What follows belongs to an exercise in optimizing a design on an open flow for small area; a production flow would make more cautious choices.
For this run, only the layout was checked, not whether the RTL still works.
No activity file was given, so power comes from the tool's default toggle rates.

===== flow/config.mk =====
export PLATFORM = sky130hd
export DESIGN_NAME = riscV
export DESIGN_NICKNAME = riscV
export VERILOG_FILES = /design/flow/design.v
export SDC_FILE = /design/flow/constraint.sdc
export NUM_CORES = 4
export LEC_CHECK = 0
export CAP_MARGIN = 20
export CORE_MARGIN = 2
export CORE_UTILIZATION = 40
export PLACE_DENSITY = 0.6
export SLEW_MARGIN = 20

===== flow/constraint.sdc =====
create_clock -name core_clock -period 10.0 [get_ports {clk}]
set_input_delay 2.0000 -clock core_clock [delete_from_list [all_inputs] [get_ports {clk}]]
set_output_delay 2.0000 -clock core_clock [all_outputs]
set_load 0.01 [all_outputs]

===== flow/design.v =====
module alu(
    input wire signed [31:0] A1,
    input wire signed [31:0] A2,
    input wire[3:0] aluCont,
    output reg[31:0] aluOut
);
wire [31:0] X;
wire [31:0] Y;
assign X = A1;
assign Y = A2;
always@(*) begin
    case(aluCont)
    4'b0000: aluOut = A1 + A2;       
    4'b1000: aluOut = A1 - A2;       
    4'b0100: aluOut = A1 ^ A2;       
    4'b0110: aluOut = A1 | A2;       
    4'b0111: aluOut = A1 & A2;       
    4'b0001: aluOut = A1 << A2[4:0];      
    4'b0101: aluOut = X >> A2[4:0];       
    4'b1101: aluOut = A1 >>> A2[4:0];     
    4'b0010: aluOut = A1 < A2 ? 32'd1 : 32'd0;   
    4'b0011: aluOut = X < Y ? 32'd1 : 32'd0;       
    default: aluOut = 32'd0;
    endcase
end
endmodule
module branch (
    input branch_comm,               
    input prediction,                
    input jump,                      
    input [31:0] PC,                 
    input [31:0] imm,                
    input prev_mispredicted,         
    input ex_pred_taken,             
    input [31:0] ex_PC,
    input [31:0] ex_imm,
    input ex_jalr,                   
    input [31:0] ex_jalr_target,
    output id_takebranch,
    output ex_takebranch,
    output reg [31:0] next_add
);
assign id_takebranch = (branch_comm && prediction) || jump;
assign ex_takebranch = prev_mispredicted || ex_jalr;
always @(*) begin
    if (ex_jalr)
        next_add = {ex_jalr_target[31:1], 1'b0};
    else if (prev_mispredicted)
        next_add = ex_pred_taken ? ex_PC + 4 : ex_PC + ex_imm;
    else
        next_add = PC + imm;
end
endmodule
module branchpredictor (
    input wire clk,
    input wire rst,
    input wire mispredicted,       
    input wire update_en,          
    output wire prediction         
);
    parameter STRONGLY_NOT_TAKEN = 2'b00;
    parameter WEAKLY_NOT_TAKEN   = 2'b01;
    parameter WEAKLY_TAKEN       = 2'b10;
    parameter STRONGLY_TAKEN     = 2'b11;
    reg [1:0] state;
    assign prediction = state[1];
    always @(posedge clk) begin
        if (rst) begin
            state <= WEAKLY_NOT_TAKEN;   
        end
        else if (update_en) begin
            case (state)
                STRONGLY_NOT_TAKEN: 
                    state <= mispredicted ? WEAKLY_NOT_TAKEN : STRONGLY_NOT_TAKEN;
                WEAKLY_NOT_TAKEN:   
                    state <= mispredicted ? WEAKLY_TAKEN : STRONGLY_NOT_TAKEN;
                WEAKLY_TAKEN:       
                    state <= mispredicted ? WEAKLY_NOT_TAKEN : STRONGLY_TAKEN;
                STRONGLY_TAKEN:     
                    state <= mispredicted ? WEAKLY_TAKEN : STRONGLY_TAKEN;
            endcase
        end
    end
endmodule
module branchresolve(
    input wire [2:0] func3,
    input wire signed [31:0] A,
    input wire signed [31:0] B,
    input wire branch_taken,     
    input wire branch_comm,      
    output reg brnchOut,         
    output reg misprediction);
wire [31:0] X;   
wire [31:0] Y;  
assign X = A;
assign Y = B;
always @(*) begin
    case(func3)
        3'b000: brnchOut = A == B ? 1:0;
        3'b001: brnchOut = A != B ? 1:0;
        3'b100: brnchOut = A <  B ? 1:0;
        3'b101: brnchOut = A >= B ? 1:0;
        3'b110: brnchOut = X <  Y ? 1:0;
        3'b111: brnchOut = X >= Y ? 1:0;
        default: brnchOut = 0;
    endcase
end
always @(*) begin
    if (branch_comm && branch_taken && brnchOut) misprediction = 0;
    else if (branch_comm && !branch_taken && !brnchOut) misprediction = 0;
    else if (branch_comm) misprediction = 1;
    else misprediction = 0;
end
endmodule
module controlUnit(
    input wire[6:0]opcode,
    input wire[2:0]func3,
    input wire func7,
    output reg[3:0] aluCont,
    output reg rdEn,
    output reg rs1_read,
    output reg rs2_read,
    output reg DMwriteEn,
    output reg DMread,
    output reg rdmuxSel,
    output reg alumux1sel,
    output reg alumux2sel,
    output reg[2:0]imm,
    output reg branch,
    output reg jump   
    );
always@(*) begin
    case(opcode)
    7'b0110011: begin          
        aluCont = {func7, func3};
        rdEn = 1;
        rs1_read = 1;
        rs2_read = 1;
        DMwriteEn = 0;
        DMread = 0;
        imm = 3'b000; 
        rdmuxSel = 0;  
        alumux1sel  = 0;
        alumux2sel = 0;
        branch = 0;
        jump = 0;
    end
    7'b0010011: begin     
        aluCont = {func7 & (func3 == 3'b101), func3};
        rdEn = 1;
        rs1_read = 1;
        rs2_read = 0;
        DMwriteEn = 0;
        DMread = 0;
        if(func3==3'b101)
            imm = 3'b101; 
        else imm = 3'b000;
        rdmuxSel = 0;  
        alumux1sel  = 0;
        alumux2sel = 1;
        branch = 0;
        jump = 0;
    end
    7'b0000011: begin     
        aluCont = 4'b0000;
        rdEn = 1;
        rs1_read = 1;
        rs2_read = 0;
        DMwriteEn = 0;
        DMread = 1;
        imm = 3'b000;
        rdmuxSel = 1;   
        alumux1sel  = 0;
        alumux2sel = 1;
        branch = 0;
        jump = 0;
    end
    7'b0100011: begin     
        aluCont = 4'b0000;
        rdEn = 0;
        rs1_read = 1;
        rs2_read = 1;
        DMwriteEn = 1;
        DMread = 0;
        imm = 3'b001;
        rdmuxSel = 0;   
        alumux1sel  = 0;
        alumux2sel = 1;
        branch = 0;
        jump = 0;
    end
    7'b1100011: begin     
        aluCont = 4'b0000;
        rdEn = 0;
        rs1_read = 1;
        rs2_read = 1;
        DMwriteEn = 0;
        DMread = 0;
        imm = 3'b010;
        rdmuxSel = 0;   
        alumux1sel  = 1;
        alumux2sel = 1;
        branch = 1;
        jump = 0;
    end
    7'b1101111: begin     
        aluCont = 4'b0000;
        rdEn = 1;
        rs1_read = 0;
        rs2_read = 0;
        DMwriteEn = 0;
        DMread = 0;
        imm = 3'b011; 
        rdmuxSel = 0;   
        alumux1sel  = 1;
        alumux2sel = 1;
        branch = 0;
        jump = 1;
    end
    7'b1100111: begin     
        aluCont = 4'b0000;
        rdEn = 1;
        rs1_read = 1;
        rs2_read = 0;
        DMwriteEn = 0;
        DMread = 0;
        imm = 3'b000; 
        rdmuxSel = 0;   
        alumux1sel  = 0;
        alumux2sel = 1;
        branch = 0;
        jump = 1;
    end
    7'b0110111: begin     
        aluCont = 4'b0000;
        rdEn = 1;
        rs1_read = 0;
        rs2_read = 0;
        DMwriteEn = 0;
        DMread = 0;
        imm = 3'b100; 
        rdmuxSel = 0;   
        alumux1sel  = 0;
        alumux2sel = 0;
        branch = 0;
        jump = 0;
    end
    7'b0010111: begin     
        aluCont = 4'b0000;
        rdEn = 1;
        rs1_read = 0;
        rs2_read = 0;
        DMwriteEn = 0;
        DMread = 0;
        imm = 3'b100; 
        rdmuxSel = 0;   
        alumux1sel  = 1;
        alumux2sel = 1;
        branch = 0;
        jump = 0;
    end
    default: begin     
        aluCont = 4'b0000;
        rdEn = 0;
        rs1_read = 0;
        rs2_read = 0;
        DMwriteEn = 0;
        DMread = 0;
        imm = 3'b0; 
        rdmuxSel = 0;
        alumux1sel  = 0;
        alumux2sel = 0;
        branch = 0;
        jump = 0;
    end
    endcase
end
endmodule
module datamem(
    input wire[2:0]func3,
    input wire[31:0] rdata,
    output reg[31:0] loadVal
);
always @(*) begin
    case(func3)
    3'b000: loadVal = {{24{rdata[7]}}, rdata[7:0]};     
    3'b001: loadVal = {{16{rdata[15]}}, rdata[15:0]};     
    3'b010: loadVal = rdata;    
    3'b100: loadVal = {24'd0, rdata[7:0]};     
    3'b101: loadVal = {16'd0, rdata[15:0]};     
    default: loadVal = 32'd0;
    endcase   
end
endmodule
module forwardingUnit (
    input wire [4:0] dec_ex_rs1_ad,
    input wire [4:0] dec_ex_rs2_ad,
    input wire [4:0] ex_mem_rd_ad,
    input wire [4:0] mem_wb_rd_ad,
    input wire ex_mem_rdEn,
    input wire mem_wb_rdEn,
    output reg [1:0] ForwardA,
    output reg [1:0] ForwardB
);
always @(*) begin
    if (ex_mem_rdEn && (ex_mem_rd_ad != 5'b00000) && (ex_mem_rd_ad == dec_ex_rs1_ad))
        ForwardA = 2'b10;
    else if (mem_wb_rdEn && (mem_wb_rd_ad != 5'b00000) && (mem_wb_rd_ad == dec_ex_rs1_ad))
        ForwardA = 2'b01;
    else
        ForwardA = 2'b00;
end
always @(*) begin
    if (ex_mem_rdEn && (ex_mem_rd_ad != 5'b00000) && (ex_mem_rd_ad == dec_ex_rs2_ad))
        ForwardB = 2'b10;
    else if (mem_wb_rdEn && (mem_wb_rd_ad != 5'b00000) && (mem_wb_rd_ad == dec_ex_rs2_ad))
        ForwardB = 2'b01;
    else
        ForwardB = 2'b00;
end
endmodule
module imm(
    input wire[31:0] ins,
    input wire[2:0] cont,
    output reg [31:0] imm
);
always@(*) begin
    case(cont)
    3'b000: imm = {{20{ins[31]}}, ins[31:20]};  
    3'b001: imm = {{20{ins[31]}}, ins[31:25], ins[11:7]};    
    3'b010: imm = {{20{ins[31]}}, ins[7], ins[30:25], ins[11:8], 1'b0};  
    3'b011: imm = {{11{ins[31]}}, ins[31], ins[19:12], ins[20], ins[30:21], 1'b0};      
    3'b100: imm = {ins[31:12], 12'd0};   
    3'b101: imm = {27'd0, ins[24:20]};  
    default: imm = 32'd0;
    endcase
end
endmodule
module mux2to1 (
    input wire sel,
    input wire[31:0] A,
    input wire[31:0] B,
    output reg[31:0] Out
);
always @(*) begin
    case(sel)
        1'b0: Out = A;
        1'b1: Out = B;
    endcase
end
endmodule
module mux4to1 (
    input [1:0] sel,
    input [31:0] A,
    input [31:0] B,
    input [31:0] C,
    input [31:0] D,
    output reg [31:0] out
);
always @(*)begin
    case (sel)
        0: out = A;
        1: out = B;
        2: out = C;
        3: out = D;
        default: out = A;
    endcase
end
endmodule
module pc(
    input clk,
    input reset,
    input stall,
    input enl,
    input wire[31:0] load,     
    output reg[31:0] count
);
always @(posedge clk ) begin
    if(reset) count <= 0;
    else if(enl) count <= load;
    else if(!stall) count <= count + 4;
end
endmodule
module pipeline_control (
    input wire reset,
    input wire branch_taken,         
    input wire branch_mispredicted,  
    input wire load_use_hazard,
    output reg stall_fetch_dec,
    output reg flush_fetch_dec,
    output reg flush_dec_ex
);
always @(*) begin
    flush_fetch_dec = 1'b0;
    flush_dec_ex = 1'b0;
    stall_fetch_dec = 1'b0;
    if (reset) begin
        flush_fetch_dec = 1'b1;
        flush_dec_ex = 1'b1;
    end else if (branch_mispredicted) begin
        flush_fetch_dec = 1'b1;
        flush_dec_ex = 1'b1;
    end else if (load_use_hazard) begin
        stall_fetch_dec = 1'b1;
        flush_dec_ex = 1'b1;
    end else if (branch_taken) begin
        flush_fetch_dec = 1'b1;
    end
end
endmodule
module pip_dec_ex (
    input clk,
    input discard,
    input [4:0] rs1_ad,
    input [4:0] rs2_ad,
    input [4:0] rd_ad,
    input [31:0] rs1,
    input [31:0] rs2,
    input [31:0] imm,
    input [31:0] pc,
    input [3:0] aluCont,
    input rdmuxSel,
    input alumux1sel,
    input alumux2sel,  
    input DMwriteEn,
    input DMread,
    input [2:0] DM_ctrl,
    input rdEn,
    input branch_comm,
    input branch_taken,
    input jump,
    input jalr,
    output reg [4:0] rs1_ad_p,
    output reg [4:0] rs2_ad_p,
    output reg [4:0] rd_ad_p,
    output reg [31:0] rs1_p,
    output reg [31:0] rs2_p,
    output reg [31:0] imm_p,
    output reg [31:0] pc_p,
    output reg [3:0] aluCont_p,
    output reg rdmuxSel_p,
    output reg alumux1sel_p,
    output reg alumux2sel_p,  
    output reg DMwriteEn_p,
    output reg DMread_p,
    output reg [2:0] DM_ctrl_p,
    output reg rdEn_p,
    output reg branch_comm_p,
    output reg branch_taken_p,
    output reg jump_p,
    output reg jalr_p
);
always @(posedge clk) begin
    if (discard) begin
        rs1_ad_p <= 0;
        rs2_ad_p <= 0;
        rd_ad_p <= 0;
        rs1_p <= 0;
        rs2_p <= 0;
        imm_p <= 0;
        pc_p <= 0;
        aluCont_p <= 0;
        rdmuxSel_p <= 0;
        alumux1sel_p <= 0;
        alumux2sel_p <= 0;
        DMwriteEn_p <= 0;
        DMread_p <= 0;
        DM_ctrl_p <= 0; 
        rdEn_p <= 0;
        branch_taken_p <= 0;
        branch_comm_p <= 0;
        jump_p <= 0;
        jalr_p <= 0;
    end
    else begin
        rs1_ad_p <= rs1_ad;
        rs2_ad_p <= rs2_ad;
        rd_ad_p <= rd_ad;
        rs1_p <= rs1;
        rs2_p <= rs2;
        imm_p <= imm;
        pc_p <= pc;
        aluCont_p <= aluCont;
        rdmuxSel_p <= rdmuxSel;
        alumux1sel_p <= alumux1sel;
        alumux2sel_p <= alumux2sel;
        DMwriteEn_p <= DMwriteEn;
        DMread_p <= DMread;
        DM_ctrl_p <= DM_ctrl; 
        rdEn_p <= rdEn;
        branch_taken_p <= branch_taken;
        branch_comm_p <= branch_comm;
        jump_p <= jump;
        jalr_p <= jalr;
    end
end
endmodule
module pip_ex_mem (
    input clk,
    input discard,
    input [31:0] alu_out,
    input [31:0] rs2,
    input [4:0] rd_ad,
    input DMwriteEn,
    input DMread,
    input [2:0] DM_ctrl,
    input rdEn,
    input rdmuxSel,
    output reg [31:0] alu_out_p,
    output reg [31:0] rs2_p,
    output reg [4:0] rd_ad_p,
    output reg DMwriteEn_p,
    output reg DMread_p,
    output reg [2:0] DM_ctrl_p,
    output reg rdEn_p,
    output reg rdmuxSel_p
);
always @(posedge clk ) begin
    if(discard) begin
        rd_ad_p <= 0;
        DMwriteEn_p <= 0;
        DMread_p <= 0;
        rdEn_p <= 0;
        alu_out_p <= 0;
        rs2_p <= 0;
        DM_ctrl_p <= 0;
        rdmuxSel_p <= 0;
    end
    else begin
        rd_ad_p <= rd_ad;
        DMwriteEn_p <= DMwriteEn;
        DMread_p <= DMread;
        rdEn_p <= rdEn;
        alu_out_p <= alu_out;
        rs2_p <= rs2;
        DM_ctrl_p <= DM_ctrl;
        rdmuxSel_p <= rdmuxSel;
    end
end
endmodule
module pip_fetch_dec (
    input clk,
    input pip_en,
    input discard,
    input [31:0] instr,
    input [31:0] pc,
    output reg [31:0] instr_p,
    output reg [31:0] pc_p
);
always @(posedge clk) begin
    if(discard)
        instr_p <= 0;
    else if(pip_en) begin
        instr_p <= instr;
        pc_p <= pc;
    end
end
endmodule
module pip_mem_wb (
    input clk,
    input discard,
    input [31:0] rd,
    input [4:0] rd_ad,
    input rdEn,
    output reg [31:0] rd_p,
    output reg [4:0] rd_ad_p,
    output reg rdEn_p
);
always @(posedge clk) begin
    if(discard) begin
        rd_p <= 0;
        rd_ad_p <= 0;
        rdEn_p <= 0;
    end
    else begin
        rd_p <= rd;
        rd_ad_p <= rd_ad;
        rdEn_p <= rdEn;
    end
end
endmodule
module regFile(
    input clk,
    input enrd,
    input reset,
    input wire [4:0] rdsel,
    input wire [31:0] rd,
    input wire [4:0] rs1sel,
    input wire [4:0] rs2sel,
    output wire[31:0] rs1,
    output wire[31:0] rs2,
    output wire[31:0] out
);
integer i;
reg [31:0] registers[0:31];
always @(posedge clk) begin
    if(reset) begin
        for (i = 0; i < 32; i = i + 1) begin
            registers[i] <= 0;
        end
    end
    else if(enrd && (rdsel != 5'd0)) begin 
        registers[rdsel] <= rd;
    end
end
assign rs1 = (enrd && (rdsel != 5'd0) && (rdsel == rs1sel)) ? rd : registers[rs1sel];
assign rs2 = (enrd && (rdsel != 5'd0) && (rdsel == rs2sel)) ? rd : registers[rs2sel];
assign out = registers[31];
endmodule
module riscV(
    input wire clk,
    input wire reset,
    output wire [31:0] imem_addr,
    input wire [31:0] imem_rdata,
    output wire [31:0] dmem_addr,
    output wire [31:0] dmem_wdata,
    output wire [2:0] dmem_size,
    output wire dmem_we,
    output wire dmem_re,
    input wire [31:0] dmem_rdata,
    output wire [18:0] out
);
wire[31:0] instr;
wire[31:0] rd, rs1, rs2, imm;
wire[31:0] aluOut, count, dmLoad;
wire[31:0] A1, A2, A1s;
wire [31:0] pcload;
wire[2:0] immsel;
wire[3:0] alucont;
wire aluMux1Sel;
wire aluMux2sel;
wire rdmuxSel;
wire rdEn, DMwriteEn, DMread, branch, rs1_read, rs2_read, jump;
wire[31:0] t6;
wire stall;
wire [31:0] instr_p, pc_p;
wire[31:0] rs1_p, rs2_p, imm_p, rs2_p2, pc_p2;
wire [4:0] rs1_ad, rs2_ad;
wire [4:0] rs1_ad_p, rs2_ad_p, rd_ad_p;
wire [4:0] rd_ad_p2;
wire [4:0] rd_ad_p3;
wire rdEn_p, rdEn_p2, rdEn_p3;
wire DMwriteEn_p, DMwriteEn_p2;
wire DMread_p, DMread_p2;
wire [3:0] aluCont_p;
wire [2:0] DM_ctrl_p, DM_ctrl_p2;
wire aluMux1Sel_p, aluMux2sel_p;
wire jump_p, jalr_p;
wire rdmuxSel_p, rdmuxSel_p2;
wire [31:0] alu_out_p;
wire [31:0] rd_p;
wire [31:0] ex_result;
wire branch_comm_p;
wire branch_taken_p;
wire brnchOut;
wire p1flush, p2flush;
wire id_redirect, ex_redirect, id_take;
wire load_use;
wire [1:0] ForwardA, ForwardB;
wire [31:0] A2F;
wire prediction;
wire mispredicted;
assign imem_addr = count;
assign instr = imem_rdata;
pc counter(
    .clk(clk),
    .reset(reset),
    .stall(stall),
    .enl(ex_redirect | id_redirect),
    .load(pcload),
    .count(count)
);
pip_fetch_dec p1(
    .clk(clk),
    .pip_en(!stall),
    .discard(p1flush),
    .instr(instr),
    .pc(count),
    .instr_p(instr_p),
    .pc_p(pc_p)
);
controlUnit CU1(
    .opcode(instr_p[6:0]),
    .func3(instr_p[14:12]),
    .func7(instr_p[30]),
    .branch(branch),
    .jump(jump),
    .aluCont(alucont),
    .rdEn(rdEn),
    .rs1_read(rs1_read),
    .rs2_read(rs2_read),
    .DMwriteEn(DMwriteEn),
    .DMread(DMread),
    .rdmuxSel(rdmuxSel),
    .alumux1sel(aluMux1Sel),
    .alumux2sel(aluMux2sel),
    .imm(immsel)
);
imm imm1(
    .ins(instr_p),
    .cont(immsel),
    .imm(imm)
);
assign rs1_ad = rs1_read ? instr_p[19:15] : 5'd0;
assign rs2_ad = rs2_read ? instr_p[24:20] : 5'd0;
regFile regfile(
    .clk(clk),
    .enrd(rdEn_p3),
    .reset(reset),
    .rdsel(rd_ad_p3),
    .rs1sel(rs1_ad),
    .rs2sel(rs2_ad),
    .rd(rd_p),
    .rs1(rs1),
    .rs2(rs2),
    .out(t6)
);
branchpredictor bp(      
    .clk(clk),
    .rst(reset),
    .mispredicted(mispredicted),     
    .update_en(branch_comm_p),        
    .prediction(prediction)          
);
assign load_use = DMread_p && (rd_ad_p != 5'd0) &&
                  ((rs1_ad == rd_ad_p) || (rs2_ad == rd_ad_p));
branch b1(
    .branch_comm(branch),
    .prediction(prediction),
    .jump(jump & !rs1_read),         
    .PC(pc_p),
    .imm(imm),
    .prev_mispredicted(mispredicted),
    .ex_pred_taken(branch_taken_p),
    .ex_PC(pc_p2),
    .ex_imm(imm_p),
    .ex_jalr(jalr_p),
    .ex_jalr_target(aluOut),
    .id_takebranch(id_take),
    .ex_takebranch(ex_redirect),
    .next_add(pcload)
);
assign id_redirect = id_take & !stall;
pipeline_control pctrl(
    .reset(reset),
    .branch_taken(id_take),
    .branch_mispredicted(ex_redirect),
    .load_use_hazard(load_use),
    .stall_fetch_dec(stall),
    .flush_fetch_dec(p1flush),
    .flush_dec_ex(p2flush)
);
pip_dec_ex p2 (
    .clk(clk),                 
    .discard(p2flush),
    .rs1_ad(rs1_ad), 
    .rs2_ad(rs2_ad),  
    .rd_ad(instr_p[11:7]), 
    .rs1(rs1), 
    .rs2(rs2), 
    .imm(imm),
    .pc(pc_p),
    .aluCont(alucont),     
    .rdmuxSel(rdmuxSel),
    .alumux1sel(aluMux1Sel),
    .alumux2sel(aluMux2sel),
    .DMwriteEn(DMwriteEn),
    .DMread(DMread),
    .DM_ctrl(instr_p[14:12]),
    .rdEn(rdEn),
    .branch_comm(branch),
    .branch_taken(prediction),
    .jump(jump),
    .jalr(jump & rs1_read),
    .rs1_ad_p(rs1_ad_p),
    .rs2_ad_p(rs2_ad_p),
    .rd_ad_p(rd_ad_p),
    .rs1_p(rs1_p),
    .rs2_p(rs2_p), 
    .imm_p(imm_p),
    .pc_p(pc_p2),
    .aluCont_p(aluCont_p),
    .rdmuxSel_p(rdmuxSel_p),
    .alumux1sel_p(aluMux1Sel_p),
    .alumux2sel_p(aluMux2sel_p),
    .DMwriteEn_p(DMwriteEn_p),
    .DMread_p(DMread_p),
    .DM_ctrl_p(DM_ctrl_p),
    .rdEn_p(rdEn_p),
    .branch_comm_p(branch_comm_p),
    .branch_taken_p(branch_taken_p),
    .jump_p(jump_p),
    .jalr_p(jalr_p)
);
forwardingUnit fu1(
    .dec_ex_rs1_ad(rs1_ad_p),
    .dec_ex_rs2_ad(rs2_ad_p),
    .ex_mem_rd_ad(rd_ad_p2),
    .mem_wb_rd_ad(rd_ad_p3),
    .ex_mem_rdEn(rdEn_p2),
    .mem_wb_rdEn(rdEn_p3),
    .ForwardA(ForwardA),
    .ForwardB(ForwardB)
);
mux4to1 f1(
    .sel(ForwardA),
    .A(rs1_p),
    .B(rd_p),
    .C(alu_out_p),
    .D(rs1_p),
    .out(A1)
);
mux4to1 f2(
    .sel(ForwardB),
    .A(rs2_p),
    .B(rd_p),
    .C(alu_out_p),
    .D(rs2_p),
    .out(A2F)
);
mux2to1 Alumux1(     
    .sel(aluMux1Sel_p),
    .A(A1),
    .B(pc_p2),
    .Out(A1s)
);
mux2to1 Alumux2(
    .sel(aluMux2sel_p),
    .A(A2F),
    .B(imm_p),
    .Out(A2)
);
alu Alu(
    .A1(A1s),
    .A2(A2),
    .aluCont(aluCont_p),
    .aluOut(aluOut)
);
branchresolve brnch1(    
    .func3(DM_ctrl_p), 
    .A(A1),
    .B(A2F),
    .branch_taken(branch_taken_p),
    .branch_comm(branch_comm_p),    
    .brnchOut(brnchOut),
    .misprediction(mispredicted)         
);
assign ex_result = jump_p ? pc_p2 + 32'd4 : aluOut;
pip_ex_mem p3(
    .clk(clk),         
    .discard(reset),
    .alu_out(ex_result),
    .rs2(A2F),
    .DM_ctrl(DM_ctrl_p),
    .rd_ad(rd_ad_p),  
    .DMwriteEn(DMwriteEn_p), 
    .DMread(DMread_p),  
    .rdEn(rdEn_p),
    .rdmuxSel(rdmuxSel_p), 
    .alu_out_p(alu_out_p), 
    .rs2_p(rs2_p2), 
    .DM_ctrl_p(DM_ctrl_p2), 
    .rd_ad_p(rd_ad_p2),        
    .DMwriteEn_p(DMwriteEn_p2), 
    .DMread_p(DMread_p2),   
    .rdEn_p(rdEn_p2),
    .rdmuxSel_p(rdmuxSel_p2)   
);
assign dmem_addr = alu_out_p;
assign dmem_wdata = rs2_p2;
assign dmem_size = DM_ctrl_p2;
assign dmem_we = DMwriteEn_p2;
assign dmem_re = DMread_p2;
datamem DataMem(
    .func3(DM_ctrl_p2),
    .rdata(dmem_rdata),
    .loadVal(dmLoad)
);
mux2to1 rdMux(
    .sel(rdmuxSel_p2),
    .A(alu_out_p),
    .B(dmLoad),
    .Out(rd)
);
pip_mem_wb p4 (
    .clk(clk),
    .discard(reset),
    .rd(rd),
    .rd_ad(rd_ad_p2),
    .rdEn(rdEn_p2),
    .rd_p(rd_p),
    .rd_ad_p(rd_ad_p3),
    .rdEn_p(rdEn_p3)
);
assign out = t6[18:0];
endmodule

===== flow/run.sh =====
#!/bin/bash
# synth_recipe.tcl (not shown) runs the flow's synth.tcl, then flattens the netlist and writes it again
# the make line also repeats each setting of config.mk as NAME=value (left out here)
make -C /OpenROAD-flow-scripts/flow DESIGN_CONFIG=/design/flow/config.mk WORK_HOME=/design/flow/orfs CLKGATE_MAP_FILE= SYNTH_SCRIPT=/design/flow/synth_recipe.tcl finish

==> metrics.md <==
| Metric | Value |
|---|---|
| Synth cell types | `98` |
| Seq/Total Area, Yosys | `0.450` |
| Average routed wire per standard cell | `36.7 um` |
| Critical Path RT | `10.50 ns` |
| Clock root cell | `clkbuf_16` |
| Wirelength, routed | `450000 um` |
| Iter 0 DRT Violations | `13700` |
| Nets | `9541` |
| Post-synth EDFFs | `1056` |
| Crit-path max FO | `31` |
| Worst reg2reg path depth | `20` |
| Pins Over Slew Limit | `0` |
| CP Launch Type | `flip-flop` |
| Fin crit period | `8.20 ns` |
| Clk Latency, worst-skew pair | `0.86 ns` |
| CP endpoint kind | `flip-flop` |
| Initial antenna violation count | `63` |
| CTS buffer count | `164` |
| Synth top area cells | `edfxtp_1 (37%), dfxtp_1 (7.9%), and2_1 (7.9%)` |
| Number of fill cells | `20300` |
| Fmax | `0.122 GHz` |
| Gate Count Post-Synth | `9468` |
| Top cell type's share of synthesized area | `0.371` |
| DR vias | `80500` |
| Syn. warnings | `17` |
| Post-CTS setup buffer count | `0` |
| Area delta synth->final | `12.5%` |
| Clock transition at path regs | `0.06 ns` |
| Placed Cells | `11900` |
| Vias in the first global route | `74300` |
| Cell area after layout | `0.0962 mm2` |
| Cell Pwr Density | `155 mW/mm2` |
| Most common cell in the synthesized netlist | `nand2_1` |
| Largest net degree at the start of global routing | `142` |
| Die X | `466 um` |
| Layout Cells excl Fill | `12300` |
| Worst hold path depth | `1` |
| CTS tree | `done` |
| Share of layout cells above drive strength 1 | `0.0898` |
| Post-CTS Resized | `0` |
| Post-DRT Antenna Nets | `0` |
| # IOs | `186` |
| Placed inst area | `0.0908 mm2` |
| Post-Synthesis Cell Area | `0.0856 mm2` |
| Hold crit path type | `reg -> reg` |
| Die Ht | `466 um` |
| Final Skew | `0.0618 ns` |
| Avg Inst Size Synth | `9.04 um2` |
| Primary FF master, synth | `edfxtp_1` |
| Max rail drop VDD | `0.187 mV` |
| Share of flip-flops with an asynchronous set or reset | `0` |
| Clock sink count | `1394` |
| Max-slew headroom | `0.0650` |
| Worst Max-Slew Pin Slew | `1.39 ns` |
| Initial Util | `0.403` |
| Final hold vios | `0` |
| Outcome | `complete, no violations` |
| Final period utilization | `0.820` |
| Overflow after GRT | `0` |
| Total iterations of the first detailed-routing run | `9` |
| Hold_ws | `0.460 ns` |
| Top cell type by total area after synthesis | `edfxtp_1` |
| CORE AREA | `0.212 mm2` |
| FF+latch count, synth | `1394` |
| Pleak | `36.2 nW` |
| Die footprint | `0.218 mm2` |
| Port Buffers | `185` |
| RSZ-0062 raised after global routing | `no` |
| DP HPWL | `310000 um` |
| Cell row count | `169` |
| Gr usage total | `0.400` |
| Routability Congestion | `1.08` |
| Post-Route Setup TNS | `0 ns` |
| Kind of critical path | `reg -> reg` |
| DRC errors left | `0` |
| Via-per-instance ratio | `6.57` |
| Hold Buf Count CTS | `0` |
| Critical path arrival | `8.70 ns` |
| Maximum clock path buffer count | `3` |
| Power Total | `14.9 mW` |
| First-pass GRT wire length | `612000 um` |
| Max Cap Violations | `0` |
| Setup violators final | `0` |
| H-tree Lvls | `4` |
| Commonest cells post-synth | `nand2_1 (1545), and2_1 (1081), edfxtp_1 (1056)` |
[sequential cells by signal (all words and copies together), names as in the netlist, 32 cells and up, named ones only]
name,cells
p3.alu_out_p,32
p3.rs2_p,32
p1.pc_p,32
p2.rs2_p,32
p2.pc_p,32
p1.instr_p,32
p4.rd_p,32
p2.imm_p,32
counter.count,32
p2.rs1_p,32
regfile.registers,1024
[kinds of logic (layout without fill, tap and decap cells)]
logic type | Yosys count | in the layout | synth area share
AOI/OAI and AO/OA | 2109 | 2109 | 0.174
xor gates and xnor gates | 149 | 149 | 0.0153
adders and majority gates | 197 | 197 | 0.0292
buffers and inverters | 1002 | 920 | 0.0463
DFF | 1394 | 1394 | 0.450
muxes | 375 | 375 | 0.0469
other | 1 | 57 | 0.0000438
and+or+nand+nor | 4241 | 4241 | 0.239
[critical path: stages, from the launching register on]
cell and delay [ns]:
dfxtp_1 0.58, or3_1 0.55, o31ai_4 0.16, or4_4 0.60, nor2_2 0.51, buf_4 0.44
a222oi_1 0.21, ha_1 0.44, nand4_1 0.17, nor4_1 0.94, nand3_1 0.29, nand2_1 0.22
xnor2_1 0.14, nor3_1 0.07, a21oi_1 0.29, o221ai_4 0.29, buf_4 0.34, nor3_2 0.13
buf_4 0.28, and3_1 0.74, buf_4 0.40
[where the power goes]
group	switching [mW]	internal [mW]	total (mW)	leakage [nW]
sequential	0.280	6.41	6.69	14.0
clock	2.66	3.37	6.04	2.58
combinational	1.55	0.649	2.20	19.6
total	4.49	10.4	14.9	36.2
[layer usage]
metal  vias to the layer above  share of wire  track usage
met3                      1024           0.14        0.144
met1                     39700           0.39        0.533
met2                      5968           0.41        0.560
li1                      33700              -            -
met4                        38          0.064        0.219
met5                         -        0.00053            0
[worst paths after layout]
path	slack, ns	to	startpoint
worst max-delay path	1.80	p1.pc_p[0]	p4.rd_ad_p[3]
worst min-delay path	0.46	p3.rdEn_p	p2.rdEn_p
worst max register to register	1.80	p1.pc_p[0]	p4.rd_ad_p[3]
worst min register to register	0.46	p3.rdEn_p	p2.rdEn_p
[stage by stage]
stage          setup slack [ns]   util
3_3_place_gp               2.17  0.427
2_1_floorplan              4.07      -
3_5_place_dp               2.00  0.428
6_report                   1.80  0.453
5_1_grt                    1.45  0.453
4_1_cts                    1.98  0.453
[layout make-up]
| cell class | instances | area [um2] | area share |
|---|---|---|---|
| multi-input cells | 7103 | 44000 | 0.458 |
| flip-flops and latches | 1394 | 38500 | 0.400 |
| clock buffers | 230 | 4560 | 0.0474 |
| repair buffers | 483 | 4270 | 0.0443 |
| well taps | 2821 | 3530 | 0.0367 |
| clock inverters | 75 | 747 | 0.00776 |
| inverters | 132 | 502 | 0.00521 |
| diodes | 25 | 62.6 | 0.000650 |
[placed cells by master, fill, tap and decap left out, types with 23 or more instances in the layout]
master           instances
nor4_1                  23
a21oi_1                487
a31oi_1                131
a311oi_1               118
nand4_1                 33
o221ai_1                52
a221oi_1                60
buf_4                  282
nor2_1                 519
clkbuf_1                50
ha_1                   193
nand3_1                543
mux2i_1                271
o41ai_4                 28
clkdlybuf4s50_1        184
o21ai_0                253
a22oi_1                277
xnor2_1                 96
nor2_2                  34
o211ai_1               193
a222oi_1                29
diode_2                 25
o21ai_4                 31
mux2_2                  92
clkinv_1                34
dfxtp_1                327
conb_1                  32
nor2b_1                 35
xor2_1                  53
a21o_1                  85
edfxtp_1              1056
nor3_1                 178
nand2_1               1535
clkbuf_16              170
and2_1                1079
o22ai_1                 32
a211oi_1               107
and3_1                 137
inv_1                  119

[afterwards: timing with drivers on the ports]
The flow's constraints put no driver on any port. The routed layout listed below was extracted and timed again, unchanged, in two steps. Step 1 (the two cells are an assumption about what drives the block):
set clk [get_ports {clk}]
set_driving_cell -lib_cell sky130_fd_sc_hd__clkbuf_16 $clk
set_driving_cell -lib_cell sky130_fd_sc_hd__buf_2 [delete_from_list [all_inputs] $clk]
Step 2 also shifts input and output timing later by t, the mid clock arrival at the registers, as if the neighbouring blocks saw the same clock. Three values: ideal, step 1, step 2; two values: the first two.
shift t [ns]: 0.918
setup slack, ns: 1.802 / 1.802 / 1.802
worst setup path after step 2: register to register
clock arrival spread, ns: 0.063 / 0.063
worst register clock-pin slew, ns: 0.07 / 0.07
After both steps setup and hold are still met in this run. The setup slack of this run moves by 0.000 ns with the drivers and by 0.000 ns with both steps.
